Source: an optimization exercise on an open RTL-to-GDS flow (aim: a short achievable clock period and few clock cycles). Production flows keep margins and buffers that such runs may drop. Only simulation tests tie the RTL to the original design; equivalence was not proved. Power is estimated from default activity; no workload was simulated.

the baseline:
==> flow/design.v (excerpt) <==
module CPU(reset, clk, imem_addr, imem_data, dmem_addr, dmem_wdata, dmem_we, dmem_rdata);
    input reset, clk;
    output [31:0] imem_addr;
    input  [31:0] imem_data;
    output [31:0] dmem_addr, dmem_wdata;
    output dmem_we;
    input  [31:0] dmem_rdata;
    integer i, j;
    genvar g;
    reg  [31:0] pc;
    reg  [31:0] pc_o;        
    reg  [15:0] btb_v;
    reg  [5:0]  btb_tag [0:15];
    reg  [9:0]  btb_tgt [0:15];
    reg  [1:0]  btb_ctr [0:15];
    reg  [1:0]  fo_v;
    reg  [31:2] fo_tag0, fo_tag1, fo_tgt0, fo_tgt1;
    reg         fo_ptr;
    reg         fu_en;
    reg  [31:2] fu_tag, fu_tgt;
    reg         d_v;
    reg         d_fold;      
    reg  [31:0] d_ir;
    reg  [31:0] d_pc4;
    reg  [9:0]  d_pcl;       
    reg         d_pt;        
    reg  [31:2] d_ptgt;      
    reg         d_hit;
    reg  [1:0]  d_ctr;
    reg         d_urs, d_urt, d_cbr;
    reg  [31:0] d_rs_oh, d_rt_oh;    
  ...
clock: 10.0 ns
lec_check: 0
cap_margin: 30
core_margin: 2
core_utilization: 40
slew_margin: 30
standard.sh (not shown) runs the stock make flow with config.mk's settings and CLKGATE_MAP_FILE= SYNTH_SCRIPT=/design/flow/synth_recipe.tcl, a recipe that flattens the netlist after the stock synthesis.
==> flow/flow/run.sh <==
#!/bin/bash
# The standard layout (standard.sh), with these changes to how it is made:
#  - synthesis: the standard flow's own script (synth_recipe.tcl), except that abc maps with flow/abc.script
#    (a delay-driven "map -D"), and ADDER_MAP_FILE is emptied so adders are left to abc as plain
#    logic rather than full/half adder cells. Registers and their names are unchanged.
#  - repair_timing aims for a setup slack margin larger than the design's clock period
#    leaves (flow/margin.txt, in ns), so it keeps shortening paths.
# Each tool's full output: make's in standard_flow.log, ORFS's per-step logs under orfs/logs/.
set -euo pipefail
W=$(pwd)
export MY_FLOW_DIR=$W/flow
MARGIN=$(cat flow/margin.txt)
sed 's#log_cmd abc {\*}$abc_args#set abc_args [lreplace $abc_args 1 1 $::env(MY_FLOW_DIR)/abc.script]\n  log_cmd abc {*}$abc_args#' \
    "$FLOW_HOME/scripts/synth.tcl" > "$W/synth_orfs.tcl"
grep -q 'MY_FLOW_DIR)/abc.script' "$W/synth_orfs.tcl"
sed "s#source \$::env(SCRIPTS_DIR)/synth.tcl#source $W/synth_orfs.tcl#" synth_recipe.tcl > "$W/my_synth.tcl"
grep -q "source $W/synth_orfs.tcl" "$W/my_synth.tcl"
bash standard.sh ADDER_MAP_FILE= SYNTH_SCRIPT="$W/my_synth.tcl" SETUP_SLACK_MARGIN=$MARGIN finish > standard_flow.log 2>&1
==> flow/flow/abc.script <==
strash
dch -f
map -D 500
topo
buffer -c
upsize -D 500
dnsize -D 500
stime -p
==> flow/flow/margin.txt <==
6.5
Testbench counts of the baseline, summed over its fixed seeds: cycles 338,621.
Inputs modified between the baseline and the candidate:
--- a/flow/design.v
+++ b/flow/design.v
@@ -25,17 +25,16 @@
     reg  [31:0] d_pc4;
     reg  [9:0]  d_pcl;       
     reg         d_pt;        
     reg  [31:2] d_ptgt;      
     reg         d_hit;
     reg  [1:0]  d_ctr;
     reg         d_urs, d_urt, d_cbr;
     reg  [31:0] d_rs_oh, d_rt_oh;    
-    reg         d_rs_wb, d_rt_wb;    
     reg         stall;               
     reg         x_v;
     reg  [31:0] x_a, x_b, x_sd;            
     reg  [4:0]  x_rd;                      
     reg         x_ld, x_lb, x_st;
     reg         x_sub, x_uns;
     reg  [3:0]  x_tt;
     reg         x_radd, x_rlog, x_rslt, x_rshl, x_rshr, x_sra;
@@ -144,18 +143,18 @@
     always @(*) begin
         rs_rd = 32'd0;
         rt_rd = 32'd0;
         for (j = 1; j < 32; j = j + 1) begin
             rs_rd = rs_rd | ({32{d_rs_oh[j]}} & rf[j]);
             rt_rd = rt_rd | ({32{d_rt_oh[j]}} & rf[j]);
         end
     end
-    wire [31:0] rs_val = rs_rd | ({32{d_rs_wb}} & w_res);
-    wire [31:0] rt_val = rt_rd | ({32{d_rt_wb}} & w_res);
+    wire [31:0] rs_val = (rs != 5'd0 && rs == w_rd) ? w_res : rs_rd;
+    wire [31:0] rt_val = (rt != 5'd0 && rt == w_rd) ? w_res : rt_rd;
     wire x_ldv  = x_v && x_ld && (x_rd != 5'd0);
     wire dep_rs = d_urs && (rs == x_rd);
     wire dep_rt = d_urt && (rt == x_rd);
     wire ld_dep = d_v && x_ldv && (dep_rs || dep_rt);
     wire late   = ld_dep && d_cbr;
     wire id_ldd = d_v && i_ld && (rt != 5'd0);
     wire stall_next = !stall && !kill_d && id_ldd && !f_cbr &&
                       ((f_urs && (f_rs == rt)) || (f_urt && (f_rt == rt)));
@@ -165,17 +164,17 @@
     wire fa_m = mw && (rs == m_rd) && !fa_x;
     wire fb_x = xw && (rt == x_rd);
     wire fb_m = mw && (rt == m_rd) && !fb_x;
     wire b_rt = !(i_immop || i_link);
     wire [31:0] imm_s = {{16{imm[15]}}, imm};
     wire [31:0] imm_v = i_lui ? {imm, 16'd0} :
                         (i_andi || i_ori || i_xori) ? {16'd0, imm} :
                         imm_s;
-    wire [31:0] b_imm = i_link ? d_pc4 : imm_v;
+    wire [31:0] b_val = i_link ? d_pc4 : i_immop ? imm_v : rt_val;
     wire [31:0] br_tgt = d_pc4 + {imm_s[29:0], 2'b00};
     wire [31:0] j_tgt  = {d_pc4[31:28], d_ir[25:0], 2'b00};
     wire [31:0] tgt    = (i_j || i_jal) ? j_tgt : br_tgt;
     wire [3:0] tt = (i_andr || i_andi) ? 4'b1000 :
                     (i_orr  || i_ori)  ? 4'b1110 :
                     (i_xorr || i_xori) ? 4'b0110 :
                     i_norr             ? 4'b0001 :
                                          4'b1010;    
@@ -231,22 +230,19 @@
     wire [7:0] ld_byte = (m_res[1:0] == 2'd0) ? dmem_rdata[7:0] :
                          (m_res[1:0] == 2'd1) ? dmem_rdata[15:8] :
                          (m_res[1:0] == 2'd2) ? dmem_rdata[23:16] :
                                                 dmem_rdata[31:24];
     wire [31:0] ld_val = m_lb ? {24'd0, ld_byte} : dmem_rdata;
     wire [31:0] mem_val = m_ld ? ld_val : m_res;
     wire [31:0] la_a = x_la ? mem_val : ea;
     wire [31:0] la_b = x_lbo ? mem_val : eb;
-    wire fa_d = !fa_x && !fa_m;
-    wire fb_d = !fb_x && !fb_m;
-    wire [31:0] a_next  = ({32{fa_x}} & res) | ({32{fa_m}} & mem_val) | ({32{fa_d}} & rs_val);
-    wire [31:0] b_next  = ({32{b_rt && fb_x}} & res) | ({32{b_rt && fb_m}} & mem_val) |
-                          ({32{b_rt && fb_d}} & rt_val) | ({32{!b_rt}} & b_imm);
-    wire [31:0] sd_next = ({32{fb_x}} & res) | ({32{fb_m}} & mem_val) | ({32{fb_d}} & rt_val);
+    wire [31:0] a_next  = fa_x ? res : fa_m ? mem_val : rs_val;
+    wire [31:0] b_next  = (b_rt && fb_x) ? res : (b_rt && fb_m) ? mem_val : b_val;
+    wire [31:0] sd_next = fb_x ? res : fb_m ? mem_val : rt_val;
     assign dmem_addr  = m_addr;
     assign dmem_wdata = m_sd;
     assign dmem_we    = m_st;
     always @(posedge clk)
         if (reset)
             pc <= 32'h00400000;
         else
             pc <= pc_next;
@@ -276,26 +272,19 @@
             d_ptgt <= f_ptgt;
             d_fold <= f_fold;
             d_hit  <= f_hit;
             d_ctr  <= f_ctr;
             d_urs  <= f_urs;
             d_urt  <= f_urt;
             d_cbr  <= f_cbr;
         end
-    wire [4:0] nw_rd  = m_v ? m_rd : 5'd0;
-    wire [4:0] rs_n   = stall ? rs : f_rs;
-    wire [4:0] rt_n   = stall ? rt : f_rt;
-    wire       rs_wbn = (rs_n != 5'd0) && (rs_n == nw_rd);
-    wire       rt_wbn = (rt_n != 5'd0) && (rt_n == nw_rd);
     always @(posedge clk) begin
-        d_rs_oh <= rs_wbn ? 32'd0 : (32'd1 << rs_n);
-        d_rt_oh <= rt_wbn ? 32'd0 : (32'd1 << rt_n);
-        d_rs_wb <= rs_wbn;
-        d_rt_wb <= rt_wbn;
+        d_rs_oh <= stall ? (32'd1 << rs) : (32'd1 << f_rs);
+        d_rt_oh <= stall ? (32'd1 << rt) : (32'd1 << f_rt);
     end
     always @(posedge clk or posedge reset)
         if (reset)
             stall <= 1'b0;
         else
             stall <= stall_next;
     always @(posedge clk or posedge reset)
         if (reset)
Findings:
The candidate: no failed stages, no open violations at the end
In the reports for the baseline and the candidate, the larger synthesized netlist net count belongs to the candidate.
On sequential cell count, the baseline tracks the candidate almost exactly.
Comparing wire length of the first global-routing pass for the baseline and the candidate, the smaller number came from the baseline.
The candidate against the baseline; routability congestion estimate from global placement is down by a few percent.
The baseline ended up with sky130_fd_sc_hd__dfxtp_1 as its cell with the largest stage delay on the worst path; the candidate ended up with sky130_fd_sc_hd__a211oi_2.
Sequential share of layout area for the candidate: 0.80 points down relative to the baseline
In the tables for the baseline and the candidate, cell count reads higher with the candidate.
Comparing the baseline and the candidate, the higher combinational power was measured on the baseline.
The candidate vs the baseline: area after synthesis up slightly
The depth of the worst register-to-register path in the candidate sits 1 below the value recorded for the baseline.
In the flow results for the baseline and the candidate, the count of cell instances traversed by the critical path is smaller on the candidate.
Testbench counts of the candidate, summed over its fixed seeds: cycles 338,621.

---

CPU, a different RTL version from the one above (not shown whole).
Size in the first run: roughly 160 I/O pins, ~110,000 µm² of cells after synthesis.
Settings: LEC_CHECK=0, CAP_MARGIN=30, CORE_MARGIN=2, CORE_UTILIZATION=40, SLEW_MARGIN=30; clock period 10.0 ns.
==> flow/flow/run.sh <==
#!/bin/bash
# The standard layout (standard.sh), with these changes to how it is made:
#  - synthesis: the standard flow's own script (synth_recipe.tcl), except that abc maps with flow/abc.script
#    (a delay-driven "map -D"), and ADDER_MAP_FILE is emptied so adders are left to abc as plain
#    logic rather than full/half adder cells. Registers and their names are unchanged.
#  - the port buffers are buf_4 cells (buffer_ports -buffer_cell), not the library's smallest buffer.
#  - after detailed placement, each register that drives an output port (through the port's
#    buffer only) is moved next to that buffer, and the placement legalized again
#    (flow/place_out_flops.tcl, an ORFS POST_DETAIL_PLACE hook).
#  - repair_timing aims for a setup slack margin larger than the design's clock period
#    leaves (flow/margin.txt, in ns), so it keeps shortening paths.
# Each tool's full output: make's in standard_flow.log, ORFS's per-step logs under orfs/logs/.
set -euo pipefail
W=$(pwd)
export MY_FLOW_DIR=$W/flow
MARGIN=$(cat flow/margin.txt)
sed 's#log_cmd abc {\*}$abc_args#set abc_args [lreplace $abc_args 1 1 $::env(MY_FLOW_DIR)/abc.script]\n  log_cmd abc {*}$abc_args#' \
    "$FLOW_HOME/scripts/synth.tcl" > "$W/synth_orfs.tcl"
grep -q 'MY_FLOW_DIR)/abc.script' "$W/synth_orfs.tcl"
sed "s#source \$::env(SCRIPTS_DIR)/synth.tcl#source $W/synth_orfs.tcl#" synth_recipe.tcl > "$W/my_synth.tcl"
grep -q "source $W/synth_orfs.tcl" "$W/my_synth.tcl"
bash standard.sh ADDER_MAP_FILE= SYNTH_SCRIPT="$W/my_synth.tcl" SETUP_SLACK_MARGIN=$MARGIN \
    BUFFER_PORTS_ARGS="-buffer_cell sky130_fd_sc_hd__buf_4" \
    POST_DETAIL_PLACE_TCL="$W/flow/place_out_flops.tcl" finish > standard_flow.log 2>&1
Scripts as last shown in full above: flow/flow/abc.script
Other scripts of this flow, unchanged in this note and not shown: flow/flow/margin.txt, flow/flow/place_out_flops.tcl
Testbench counts at the start, summed over its fixed seeds: cycles 317,480.
==> next run, changes <==
--- a/flow/design.v
+++ b/flow/design.v
@@ -11,16 +11,16 @@
     reg  [31:0] pc_n;        
     wire [31:0] pc = ~pc_n;
     reg  [31:0] pc_o;        
     reg  [15:0] btb_v;
     reg  [5:0]  btb_tag [0:15];
     reg  [9:0]  btb_tgt [0:15];
-    reg  [7:0]  btb_c [0:15];       
+    reg  [15:0] btb_c [0:15];       
     reg         btb_isc [0:15];     
     reg         btb_sk [0:15];      
-    reg  [1:0]  gh;                 
+    reg  [2:0]  gh;                 
     reg  [1:0]  fo_v;
     reg  [31:2] fo_tag0, fo_tag1, fo_tgt0, fo_tgt1;
     reg         fo_ptr;
     reg         fu_en;
     reg  [31:2] fu_tag, fu_tgt;
     reg         d_v;
@@ -29,13 +29,13 @@
     reg  [31:0] d_pc4;
     reg  [9:0]  d_pcl;       
     reg         d_pt;        
     reg  [31:2] d_ptgt;      
     reg         d_hit;
     reg  [1:0]  d_ctr;
-    reg  [1:0]  d_g;         
+    reg  [2:0]  d_g;         
     reg         d_urs, d_urt, d_cbr;
     reg  [31:0] d_rs_oh, d_rt_oh;    
     reg         d_rs_wb, d_rt_wb;    
     reg         d_sax, d_sae, d_sam, d_sad;   
     reg         d_sbx, d_sbe, d_sbm, d_sbd, d_sbi;
     reg         d_ssx, d_sse, d_ssm, d_ssd;
@@ -53,13 +53,13 @@
     reg         x_pt, x_sk, x_sk1;
     reg         x_fold, x_ctl, x_jp;       
     reg  [31:2] x_ptgt;
     reg  [31:0] x_tgt, x_pc4;
     reg         x_hit;
     reg  [1:0]  x_ctr;
-    reg  [1:0]  x_g;
+    reg  [2:0]  x_g;
     reg  [9:0]  x_pcl;
     reg         m_v;
     reg  [31:0] m_res, m_sd;
     reg  [31:0] m_addr;      
     reg  [1:0]  a_bsel;      
     reg         a_lb;
@@ -69,19 +69,19 @@
     reg  [31:0] m_pc4;
     reg  [31:0] w_res;
     reg  [4:0]  w_rd;
     reg  [31:0] rf [1:31];
     reg         u_br, u_taken, u_hit, u_jmp, u_sk;
     reg  [1:0]  u_ctr;
-    reg  [1:0]  u_g;
+    reg  [2:0]  u_g;
     reg  [9:0]  u_pcl;
     reg  [9:0]  u_tgt;
     wire [31:0] pc4_f = {pc[31], pc[30:0] + 31'd4};
     wire [3:0]  f_idx = pc[5:2];
     wire [9:0]  f_tl  = btb_tgt[f_idx];
-    wire [7:0]  f_cs  = btb_c[f_idx];
+    wire [15:0] f_cs  = btb_c[f_idx];
     wire [1:0]  f_ctr = f_cs[2*gh +: 2];
     wire        f_isc = btb_isc[f_idx];
     wire        f_sk  = btb_sk[f_idx];
     wire        f_hit = btb_v[f_idx] && (btb_tag[f_idx] == pc[11:6]);
     wire        f_pt  = f_hit && f_ctr[1] && (f_ctr[0] || !f_sk);
     wire [31:0] f_tgt = {pc[31:12], f_tl, 2'b00};
@@ -409,15 +409,15 @@
         u_g     <= x_g;
         u_sk    <= x_sk1;
         u_pcl   <= x_pcl;
         u_tgt   <= x_tgt[11:2];
     end
     wire       u_en  = u_br && (u_hit || u_taken);
-    reg  [7:0]  u_cs;
+    reg  [15:0] u_cs;
     always @(*) begin
-        u_cs = u_hit ? btb_c[u_pcl[3:0]] : {4{u_new}};
+        u_cs = u_hit ? btb_c[u_pcl[3:0]] : {8{u_new}};
         u_cs[2*u_g +: 2] = u_new;
     end
     wire [1:0] u_new = u_jmp ? 2'd3 :
                        !u_hit ? 2'd2 :
                        u_taken ? ((u_ctr == 2'd3) ? 2'd3 : u_ctr + 2'd1) :
                                  ((u_ctr == 2'd0) ? 2'd0 : u_ctr - 2'd1);
@@ -459,15 +459,15 @@
             btb_tgt[u_pcl[3:0]] <= u_tgt;
             btb_isc[u_pcl[3:0]] <= !u_jmp;
             btb_sk[u_pcl[3:0]]  <= u_sk;
             btb_c[u_pcl[3:0]]   <= u_cs;
         end
     wire       skip_kill = kill_d && !redirect;
-    wire [1:0] gh_rep = x_isbr ? {x_g[0], taken_x} : x_g;
+    wire [2:0] gh_rep = x_isbr ? {x_g[1:0], taken_x} : x_g;
     always @(posedge clk or posedge reset)
         if (reset)
-            gh <= 2'd0;
+            gh <= 3'd0;
         else if (redirect || skip_kill)
             gh <= gh_rep;
         else if (!stall && f_hit && f_isc)
-            gh <= {gh[0], f_pt};
+            gh <= {gh[1:0], f_pt};
 endmodule
After rerunning: Final area increases by a few percent. Wire length increases slightly. Hold slack is better by 3.2 ps. Count of clock-buffer cells in the layout increases by 7. Setup slack is worse by 17 ps. Clock skew decreases by 9.9 ps. Cell count increases by a few percent. Register-to-register slack stays flat. Sequential power increases by roughly a tenth. Die area increases by a few percent. Via count increases by a few percent. Global-route usage decreases by 1.7 points.
Testbench counts after the change, summed over its fixed seeds: cycles 316,822.

## afterwards: timing with drivers on the ports
In the flow no input, the clock included, has a driving cell. The finished layouts below were timed again as built, in two steps. Step 1 sets driving cells, clkbuf_16 on the clock port and buf_2 on the other inputs (assumed; they add their load-dependent delay and slew). Step 2, shift: input delay + t, output delay - t, t = (earliest + latest rising clock arrival at the registers) / 2. This alone moves slack from input paths to output paths. a / b / c = ideal ports / drivers / drivers and shift; a / b = the first two.
| run | shift t [ns] | setup slack, ns | worst data-port slew with drivers (ns) |
|---|---|---|---|
| the baseline | 0.980 | 6.358 / 6.311 / 5.636 | 0.06 |
| the candidate | 1.008 | 6.150 / 6.150 / 5.531 | 0.14 |
| the first run of note 2 | 1.003 | 6.575 / 6.464 / 6.001 | 0.23 |
| the second run of note 2 | 1.006 | 6.558 / 6.450 / 6.058 | 0.12 |
After both steps setup and hold are still met in every run listed. For the baseline, which loses most, drivers alone change the setup slack by -0.047 ns; drivers and shift together by -0.722 ns.
